This design comes from an exercise in tuning for small area and a short achievable clock period on the open sky130 flow, not from production work. RTL that was checked went through simulation tests only; none was proved equivalent to the original.

==> v20: inputs <==
// BLOCK_ULA_OPS
module BLOCK_ULA_OPS #(
    parameter DATA_WIDTH = 8,
    parameter ADDR_WIDTH = 12,
    parameter ULA_WIDTH = 24
    ) (
        input clk,
        input [(ADDR_WIDTH-1):0] MUX_REG1_IN,                    
        input [(DATA_WIDTH-1):0] REG1_IN,
        input [(DATA_WIDTH-1):0] MUX_REG2_IN_0,  
        input [(ADDR_WIDTH-1):0] MUX_REG2_IN_1,  
        input [(ADDR_WIDTH-1):0] MUX_REG2_IN_2,  
        input [(DATA_WIDTH-1):0] REG2_IN,
        output wire [(ULA_WIDTH-1):0] ULA_OUT,
        output reg REG_COMP_OUT,
        output reg REG_OVERFLOW_OUT,
        input [1:0] SEL_MUX1,
        input [1:0] SEL_MUX2,
        input CTRL_REG_OP1, CTRL_REG_OP2,
        input CTRL_REG_OVERFLOW, CTRL_REG_COMP,
        input [3:0] SEL_ULA
    );
export LEC_CHECK = 0
export CAP_MARGIN = 20
export CORE_MARGIN = 2
export CORE_UTILIZATION = 65
export PLACE_DENSITY = 0.75
export SLEW_MARGIN = 20
export SYNTH_HIERARCHICAL = 1
create_clock -name core_clock -period 11.0 [get_ports {clk}]
standard.sh (not shown) runs the stock make flow with config.mk's settings and CLKGATE_MAP_FILE= SYNTH_SCRIPT=/design/flow/synth_recipe.tcl, a recipe that flattens the netlist after the stock synthesis.
==> flow/flow/run.sh <==
#!/bin/bash
# The standard layout, with the port buffers that buffer_ports inserts made
# sky130_fd_sc_hd__buf_1 instead of the cell it picks on its own.
set -euo pipefail
bash standard.sh BUFFER_PORTS_ARGS="-buffer_cell sky130_fd_sc_hd__buf_1" finish > standard_make.log 2>&1
==> v9 (differences from v20) <==
--- a/flow/design.v
+++ b/flow/design.v
@@ -1,9 +1,15 @@
 module ULA_FA (input a, input b, input c, output s, output co);
     assign s = a ^ b ^ c;
     assign co = (a & b) | (a & c) | (b & c);
+endmodule
+module ULA_HS (input a, input b, output s);
+    assign s = ~(a ^ b);
+endmodule
+module ULA_HC (input a, input b, output co);
+    assign co = a | b;
 endmodule
 module BLOCK_ULA_OPS #(
     parameter DATA_WIDTH = 8,
     parameter ADDR_WIDTH = 12,
     parameter ULA_WIDTH = 24
     ) (
@@ -195,26 +201,114 @@
     ULA_FA fa95 (.a(tc_130), .b(ts_171), .c(tc_170), .s(ts_213), .co(tc_214));
     ULA_FA fa96 (.a(tc_134), .b(ts_173), .c(tc_172), .s(ts_215), .co(tc_216));
     ULA_FA fa97 (.a(tc_138), .b(ts_175), .c(tc_174), .s(ts_217), .co(tc_218));
     ULA_FA fa98 (.a(tc_142), .b(ts_177), .c(tc_176), .s(ts_219), .co(tc_220));
     ULA_FA fa99 (.a(tc_144), .b(ts_179), .c(tc_178), .s(ts_221), .co(tc_222));
     ULA_FA fa100 (.a(ppn[11][10]), .b(ppn[10][11]), .c(tc_180), .s(ts_223), .co(tc_224));
-    ULA_FA ha0 (.a(ppn[8][1]), .b(ts_1), .c(1'b1), .s(ts_41), .co(tc_42));
-    ULA_FA ha1 (.a(ts_3), .b(ts_5), .c(1'b1), .s(ts_47), .co(tc_48));
-    ULA_FA ha2 (.a(ts_9), .b(ts_11), .c(1'b1), .s(ts_53), .co(tc_54));
-    ULA_FA ha3 (.a(ts_15), .b(ts_17), .c(1'b1), .s(ts_59), .co(tc_60));
-    ULA_FA ha4 (.a(ppn[5][1]), .b(ts_25), .c(1'b1), .s(ts_93), .co(tc_94));
-    ULA_FA ha5 (.a(ts_27), .b(ts_29), .c(1'b1), .s(ts_97), .co(tc_98));
-    ULA_FA ha6 (.a(ts_33), .b(ts_35), .c(1'b1), .s(ts_101), .co(tc_102));
-    ULA_FA ha7 (.a(ppn[1][0]), .b(ppn[0][1]), .c(1'b1), .s(ts_183), .co(tc_184));
-    ULA_FA ha8 (.a(ppn[2][1]), .b(ts_145), .c(1'b1), .s(ts_187), .co(tc_188));
-    ULA_FA ha9 (.a(tc_146), .b(ts_147), .c(1'b1), .s(ts_189), .co(tc_190));
-    ULA_FA ha10 (.a(tc_148), .b(ts_149), .c(1'b1), .s(ts_191), .co(tc_192));
+    ULA_HS ha0s (.a(ppn[8][1]), .b(ts_1), .s(ts_41));
+    ULA_HC ha0c (.a(ppn[8][1]), .b(ts_1), .co(tc_42));
+    ULA_HS ha1s (.a(ts_3), .b(ts_5), .s(ts_47));
+    ULA_HC ha1c (.a(ts_3), .b(ts_5), .co(tc_48));
+    ULA_HS ha2s (.a(ts_9), .b(ts_11), .s(ts_53));
+    ULA_HC ha2c (.a(ts_9), .b(ts_11), .co(tc_54));
+    ULA_HS ha3s (.a(ts_15), .b(ts_17), .s(ts_59));
+    ULA_HC ha3c (.a(ts_15), .b(ts_17), .co(tc_60));
+    ULA_HS ha4s (.a(ppn[5][1]), .b(ts_25), .s(ts_93));
+    ULA_HC ha4c (.a(ppn[5][1]), .b(ts_25), .co(tc_94));
+    ULA_HS ha5s (.a(ts_27), .b(ts_29), .s(ts_97));
+    ULA_HC ha5c (.a(ts_27), .b(ts_29), .co(tc_98));
+    ULA_HS ha6s (.a(ts_33), .b(ts_35), .s(ts_101));
+    ULA_HC ha6c (.a(ts_33), .b(ts_35), .co(tc_102));
+    ULA_HS ha7s (.a(ppn[1][0]), .b(ppn[0][1]), .s(ts_183));
+    ULA_HC ha7c (.a(ppn[1][0]), .b(ppn[0][1]), .co(tc_184));
+    ULA_HS ha8s (.a(ppn[2][1]), .b(ts_145), .s(ts_187));
+    ULA_HC ha8c (.a(ppn[2][1]), .b(ts_145), .co(tc_188));
+    ULA_HS ha9s (.a(tc_146), .b(ts_147), .s(ts_189));
+    ULA_HC ha9c (.a(tc_146), .b(ts_147), .co(tc_190));
+    ULA_HS ha10s (.a(tc_148), .b(ts_149), .s(ts_191));
+    ULA_HC ha10c (.a(tc_148), .b(ts_149), .co(tc_192));
     wire [23:0] row1 = {(hn23), tc_224, tc_222, tc_220, tc_218, tc_216, tc_214, tc_212, tc_210, tc_208, tc_206, tc_204, tc_202, tc_200, tc_198, tc_196, tc_194, tc_192, tc_190, tc_188, tc_186, tc_184, tc_182, ts_181};
     wire [23:0] row2 = {1'b1, ppn[11][11], ts_223, ts_221, ts_219, ts_217, ts_215, ts_213, ts_211, ts_209, ts_207, ts_205, ts_203, ts_201, ts_199, ts_197, ts_195, ts_193, ts_191, ts_189, ts_187, ts_185, ts_183, 1'b1};
-    wire [23:0] res = ~(row1 + row2 + 24'd1);
+    wire [23:0] cp = row1 ^ row2;
+    wire [23:0] cg = row1 & row2;
+    wire ag1 = cg[1] | (cp[1] & (cg[0] | cp[0]));
+    wire ag2 = cg[2] | (cp[2] & ag1);
+    wire ag3 = cg[3] | (cp[3] & ag2);
+    wire ag4 = cg[4] | (cp[4] & ag3);
+    wire ag5 = cg[6] | (cp[6] & cg[5]);
+    wire ap5 = cp[6] & cp[5];
+    wire ag6 = cg[8] | (cp[8] & cg[7]);
+    wire ap6 = cp[8] & cp[7];
+    wire ag7 = cg[10] | (cp[10] & cg[9]);
+    wire ap7 = cp[10] & cp[9];
+    wire ag8 = cg[12] | (cp[12] & cg[11]);
+    wire ap8 = cp[12] & cp[11];
+    wire ag9 = cg[14] | (cp[14] & cg[13]);
+    wire ap9 = cp[14] & cp[13];
+    wire ag10 = cg[16] | (cp[16] & cg[15]);
+    wire ap10 = cp[16] & cp[15];
+    wire ag11 = cg[18] | (cp[18] & cg[17]);
+    wire ap11 = cp[18] & cp[17];
+    wire ag12 = cg[20] | (cp[20] & cg[19]);
+    wire ap12 = cp[20] & cp[19];
+    wire ag13 = cg[22] | (cp[22] & cg[21]);
+    wire ap13 = cp[22] & cp[21];
+    wire ag14 = ag5 | (ap5 & ag4);
+    wire ag15 = ag7 | (ap7 & ag6);
+    wire ap15 = ap7 & ap6;
+    wire ag16 = ag9 | (ap9 & ag8);
+    wire ap16 = ap9 & ap8;
+    wire ag17 = ag11 | (ap11 & ag10);
+    wire ap17 = ap11 & ap10;
+    wire ag18 = ag13 | (ap13 & ag12);
+    wire ap18 = ap13 & ap12;
+    wire ag19 = ag15 | (ap15 & ag14);
+    wire ag20 = ag17 | (ap17 & ag16);
+    wire ap20 = ap17 & ap16;
+    wire ag21 = ag20 | (ap20 & ag19);
+    wire ag22 = ag16 | (ap16 & ag19);
+    wire ag23 = ag18 | (ap18 & ag21);
+    wire ag24 = ag6 | (ap6 & ag14);
+    wire ag25 = ag8 | (ap8 & ag19);
+    wire ag26 = ag10 | (ap10 & ag22);
+    wire ag27 = ag12 | (ap12 & ag21);
+    wire ag28 = cg[5] | (cp[5] & ag4);
+    wire ag29 = cg[7] | (cp[7] & ag14);
+    wire ag30 = cg[9] | (cp[9] & ag24);
+    wire ag31 = cg[11] | (cp[11] & ag19);
+    wire ag32 = cg[13] | (cp[13] & ag25);
+    wire ag33 = cg[15] | (cp[15] & ag22);
+    wire ag34 = cg[17] | (cp[17] & ag26);
+    wire ag35 = cg[19] | (cp[19] & ag21);
+    wire ag36 = cg[21] | (cp[21] & ag27);
+    wire ag37 = cg[23] | (cp[23] & ag23);
+    wire [23:0] res;
+    assign res[0] = cp[0];
+    assign res[1] = ~(cp[1] ^ (cg[0] | cp[0]));
+    assign res[2] = ~(cp[2] ^ ag1);
+    assign res[3] = ~(cp[3] ^ ag2);
+    assign res[4] = ~(cp[4] ^ ag3);
+    assign res[5] = ~(cp[5] ^ ag4);
+    assign res[6] = ~(cp[6] ^ ag28);
+    assign res[7] = ~(cp[7] ^ ag14);
+    assign res[8] = ~(cp[8] ^ ag29);
+    assign res[9] = ~(cp[9] ^ ag24);
+    assign res[10] = ~(cp[10] ^ ag30);
+    assign res[11] = ~(cp[11] ^ ag19);
+    assign res[12] = ~(cp[12] ^ ag31);
+    assign res[13] = ~(cp[13] ^ ag25);
+    assign res[14] = ~(cp[14] ^ ag32);
+    assign res[15] = ~(cp[15] ^ ag22);
+    assign res[16] = ~(cp[16] ^ ag33);
+    assign res[17] = ~(cp[17] ^ ag26);
+    assign res[18] = ~(cp[18] ^ ag34);
+    assign res[19] = ~(cp[19] ^ ag21);
+    assign res[20] = ~(cp[20] ^ ag35);
+    assign res[21] = ~(cp[21] ^ ag27);
+    assign res[22] = ~(cp[22] ^ ag36);
+    assign res[23] = ~(cp[23] ^ ag23);
     assign ULA_OUT = res;
     wire [12:0] blt, bgt;
     assign blt[0] = 1'b0;
     assign bgt[0] = 1'b0;
     generate for (gi = 0; gi < 12; gi = gi + 1) begin : g_cmp
         assign blt[gi + 1] = (~b12[gi] & a12[gi]) | (~b12[gi] & blt[gi]) | (a12[gi] & blt[gi]);
- CTS_BUF_LIST: unset -> sky130_fd_sc_hd__clkbuf_4
- CTS_CLUSTER_SIZE: unset -> 30
==> v26 (differences from v20) <==
--- a/flow/design.v
+++ b/flow/design.v
@@ -208,13 +208,90 @@
     ULA_FA ha7 (.a(ppn[1][0]), .b(ppn[0][1]), .c(1'b1), .s(ts_183), .co(tc_184));
     ULA_FA ha8 (.a(ppn[2][1]), .b(ts_145), .c(1'b1), .s(ts_187), .co(tc_188));
     ULA_FA ha9 (.a(tc_146), .b(ts_147), .c(1'b1), .s(ts_189), .co(tc_190));
     ULA_FA ha10 (.a(tc_148), .b(ts_149), .c(1'b1), .s(ts_191), .co(tc_192));
     wire [23:0] row1 = {(hn23), tc_224, tc_222, tc_220, tc_218, tc_216, tc_214, tc_212, tc_210, tc_208, tc_206, tc_204, tc_202, tc_200, tc_198, tc_196, tc_194, tc_192, tc_190, tc_188, tc_186, tc_184, tc_182, ts_181};
     wire [23:0] row2 = {1'b1, ppn[11][11], ts_223, ts_221, ts_219, ts_217, ts_215, ts_213, ts_211, ts_209, ts_207, ts_205, ts_203, ts_201, ts_199, ts_197, ts_195, ts_193, ts_191, ts_189, ts_187, ts_185, ts_183, 1'b1};
-    wire [23:0] res = ~(row1 + row2 + 24'd1);
+    wire [23:0] cp = row1 ^ row2;
+    wire [23:0] cg = row1 & row2;
+    wire ag1 = cg[1] | (cp[1] & (cg[0] | cp[0]));
+    wire ag2 = cg[2] | (cp[2] & ag1);
+    wire ag3 = cg[3] | (cp[3] & ag2);
+    wire ag4 = cg[4] | (cp[4] & ag3);
+    wire ag5 = cg[6] | (cp[6] & cg[5]);
+    wire ap5 = cp[6] & cp[5];
+    wire ag6 = cg[8] | (cp[8] & cg[7]);
+    wire ap6 = cp[8] & cp[7];
+    wire ag7 = cg[10] | (cp[10] & cg[9]);
+    wire ap7 = cp[10] & cp[9];
+    wire ag8 = cg[12] | (cp[12] & cg[11]);
+    wire ap8 = cp[12] & cp[11];
+    wire ag9 = cg[14] | (cp[14] & cg[13]);
+    wire ap9 = cp[14] & cp[13];
+    wire ag10 = cg[16] | (cp[16] & cg[15]);
+    wire ap10 = cp[16] & cp[15];
+    wire ag11 = cg[18] | (cp[18] & cg[17]);
+    wire ap11 = cp[18] & cp[17];
+    wire ag12 = cg[20] | (cp[20] & cg[19]);
+    wire ap12 = cp[20] & cp[19];
+    wire ag13 = cg[22] | (cp[22] & cg[21]);
+    wire ap13 = cp[22] & cp[21];
+    wire ag14 = ag5 | (ap5 & ag4);
+    wire ag15 = ag7 | (ap7 & ag6);
+    wire ap15 = ap7 & ap6;
+    wire ag16 = ag9 | (ap9 & ag8);
+    wire ap16 = ap9 & ap8;
+    wire ag17 = ag11 | (ap11 & ag10);
+    wire ap17 = ap11 & ap10;
+    wire ag18 = ag13 | (ap13 & ag12);
+    wire ap18 = ap13 & ap12;
+    wire ag19 = ag15 | (ap15 & ag14);
+    wire ag20 = ag17 | (ap17 & ag16);
+    wire ap20 = ap17 & ap16;
+    wire ag21 = ag20 | (ap20 & ag19);
+    wire ag22 = ag16 | (ap16 & ag19);
+    wire ag23 = ag18 | (ap18 & ag21);
+    wire ag24 = ag6 | (ap6 & ag14);
+    wire ag25 = ag8 | (ap8 & ag19);
+    wire ag26 = ag10 | (ap10 & ag22);
+    wire ag27 = ag12 | (ap12 & ag21);
+    wire ag28 = cg[5] | (cp[5] & ag4);
+    wire ag29 = cg[7] | (cp[7] & ag14);
+    wire ag30 = cg[9] | (cp[9] & ag24);
+    wire ag31 = cg[11] | (cp[11] & ag19);
+    wire ag32 = cg[13] | (cp[13] & ag25);
+    wire ag33 = cg[15] | (cp[15] & ag22);
+    wire ag34 = cg[17] | (cp[17] & ag26);
+    wire ag35 = cg[19] | (cp[19] & ag21);
+    wire ag36 = cg[21] | (cp[21] & ag27);
+    wire ag37 = cg[23] | (cp[23] & ag23);
+    wire [23:0] res;
+    assign res[0] = cp[0];
+    assign res[1] = ~(cp[1] ^ (cg[0] | cp[0]));
+    assign res[2] = ~(cp[2] ^ ag1);
+    assign res[3] = ~(cp[3] ^ ag2);
+    assign res[4] = ~(cp[4] ^ ag3);
+    assign res[5] = ~(cp[5] ^ ag4);
+    assign res[6] = ~(cp[6] ^ ag28);
+    assign res[7] = ~(cp[7] ^ ag14);
+    assign res[8] = ~(cp[8] ^ ag29);
+    assign res[9] = ~(cp[9] ^ ag24);
+    assign res[10] = ~(cp[10] ^ ag30);
+    assign res[11] = ~(cp[11] ^ ag19);
+    assign res[12] = ~(cp[12] ^ ag31);
+    assign res[13] = ~(cp[13] ^ ag25);
+    assign res[14] = ~(cp[14] ^ ag32);
+    assign res[15] = ~(cp[15] ^ ag22);
+    assign res[16] = ~(cp[16] ^ ag33);
+    assign res[17] = ~(cp[17] ^ ag26);
+    assign res[18] = ~(cp[18] ^ ag34);
+    assign res[19] = ~(cp[19] ^ ag21);
+    assign res[20] = ~(cp[20] ^ ag35);
+    assign res[21] = ~(cp[21] ^ ag27);
+    assign res[22] = ~(cp[22] ^ ag36);
+    assign res[23] = ~(cp[23] ^ ag23);
     assign ULA_OUT = res;
     wire [12:0] blt, bgt;
     assign blt[0] = 1'b0;
     assign bgt[0] = 1'b0;
     generate for (gi = 0; gi < 12; gi = gi + 1) begin : g_cmp
         assign blt[gi + 1] = (~b12[gi] & a12[gi]) | (~b12[gi] & blt[gi]) | (a12[gi] & blt[gi]);
- CORE_UTILIZATION: 65 -> 40
- PLACE_DENSITY: 0.75 -> unset
==> flow_summary_export.csv <==
group,metric,value,unit
status,run_status,"no timing/DRC/antenna violations",
placement,place_congestion,0.958,
grt,grt_use_total,21.6,%
detailed_routing,vias_per_cell,5.65,
grt,use_met1,29.4,%
floorplan,row_count,44,
detailed_routing,vias,5027,
finish,inverters,30,
-- figures above: v26

==> flow_summary_export.csv <==
group,metric,value,unit
grt,use_met1,43.6,%
status,run_status,"no timing/DRC/antenna violations",
placement,place_congestion,0.958,
floorplan,row_count,34,
grt,grt_use_total,33.9,%
worst_hold_path,min_from,"REG1_OUT[5]$_DFFE_PP_",
detailed_routing,vias_per_cell,6.24,
detailed_routing,vias,5210,
-- figures above: v9

==> flow_summary_export.csv <==
group,metric,value,unit
status,run_status,"no timing/DRC/antenna violations",
detailed_routing,vias,5621,
finish,inverters,9,
detailed_routing,vias_per_cell,6.42,
-- figures above: v20

The RTL of v20 was laid out without a check of its function.

-- re-timing with driven ports --
The results above use ideal ports. As a check the final layouts listed here were re-extracted and re-timed, cells and wires unchanged.
Step 1 sets driving cells, clkbuf_16 on the clock port and buf_2 on the other inputs (assumed; they add their load-dependent delay and slew).
Step 2 moves the port delays by t, midway between the first and last clock arrival at a register: inputs arrive t later, outputs are due t later. That takes back most of the time a late clock gives input paths.
a / b / c = no drivers / after step 1 / after step 2; a / b = the first two.
| run | shift t [ns] | setup WS [ns] | clock arrival spread, ns | worst slew at a driven data input, ns |
|---|---|---|---|---|
| v20 | 0.279 | 0.378 / 0.355 / 0.355 | 0.004 / 0.004 | 0.04 |
| v9 | 0.309 | 0.457 / 0.435 / 0.435 | 0.003 / 0.003 | 0.04 |
| v26 | 0.278 | 0.430 / 0.408 / 0.408 | 0.003 / 0.003 | 0.04 |
After both steps every run listed still meets setup and hold. For v20, which loses most, drivers alone change the setup slack by -0.023 ns; drivers and shift together by -0.023 ns.
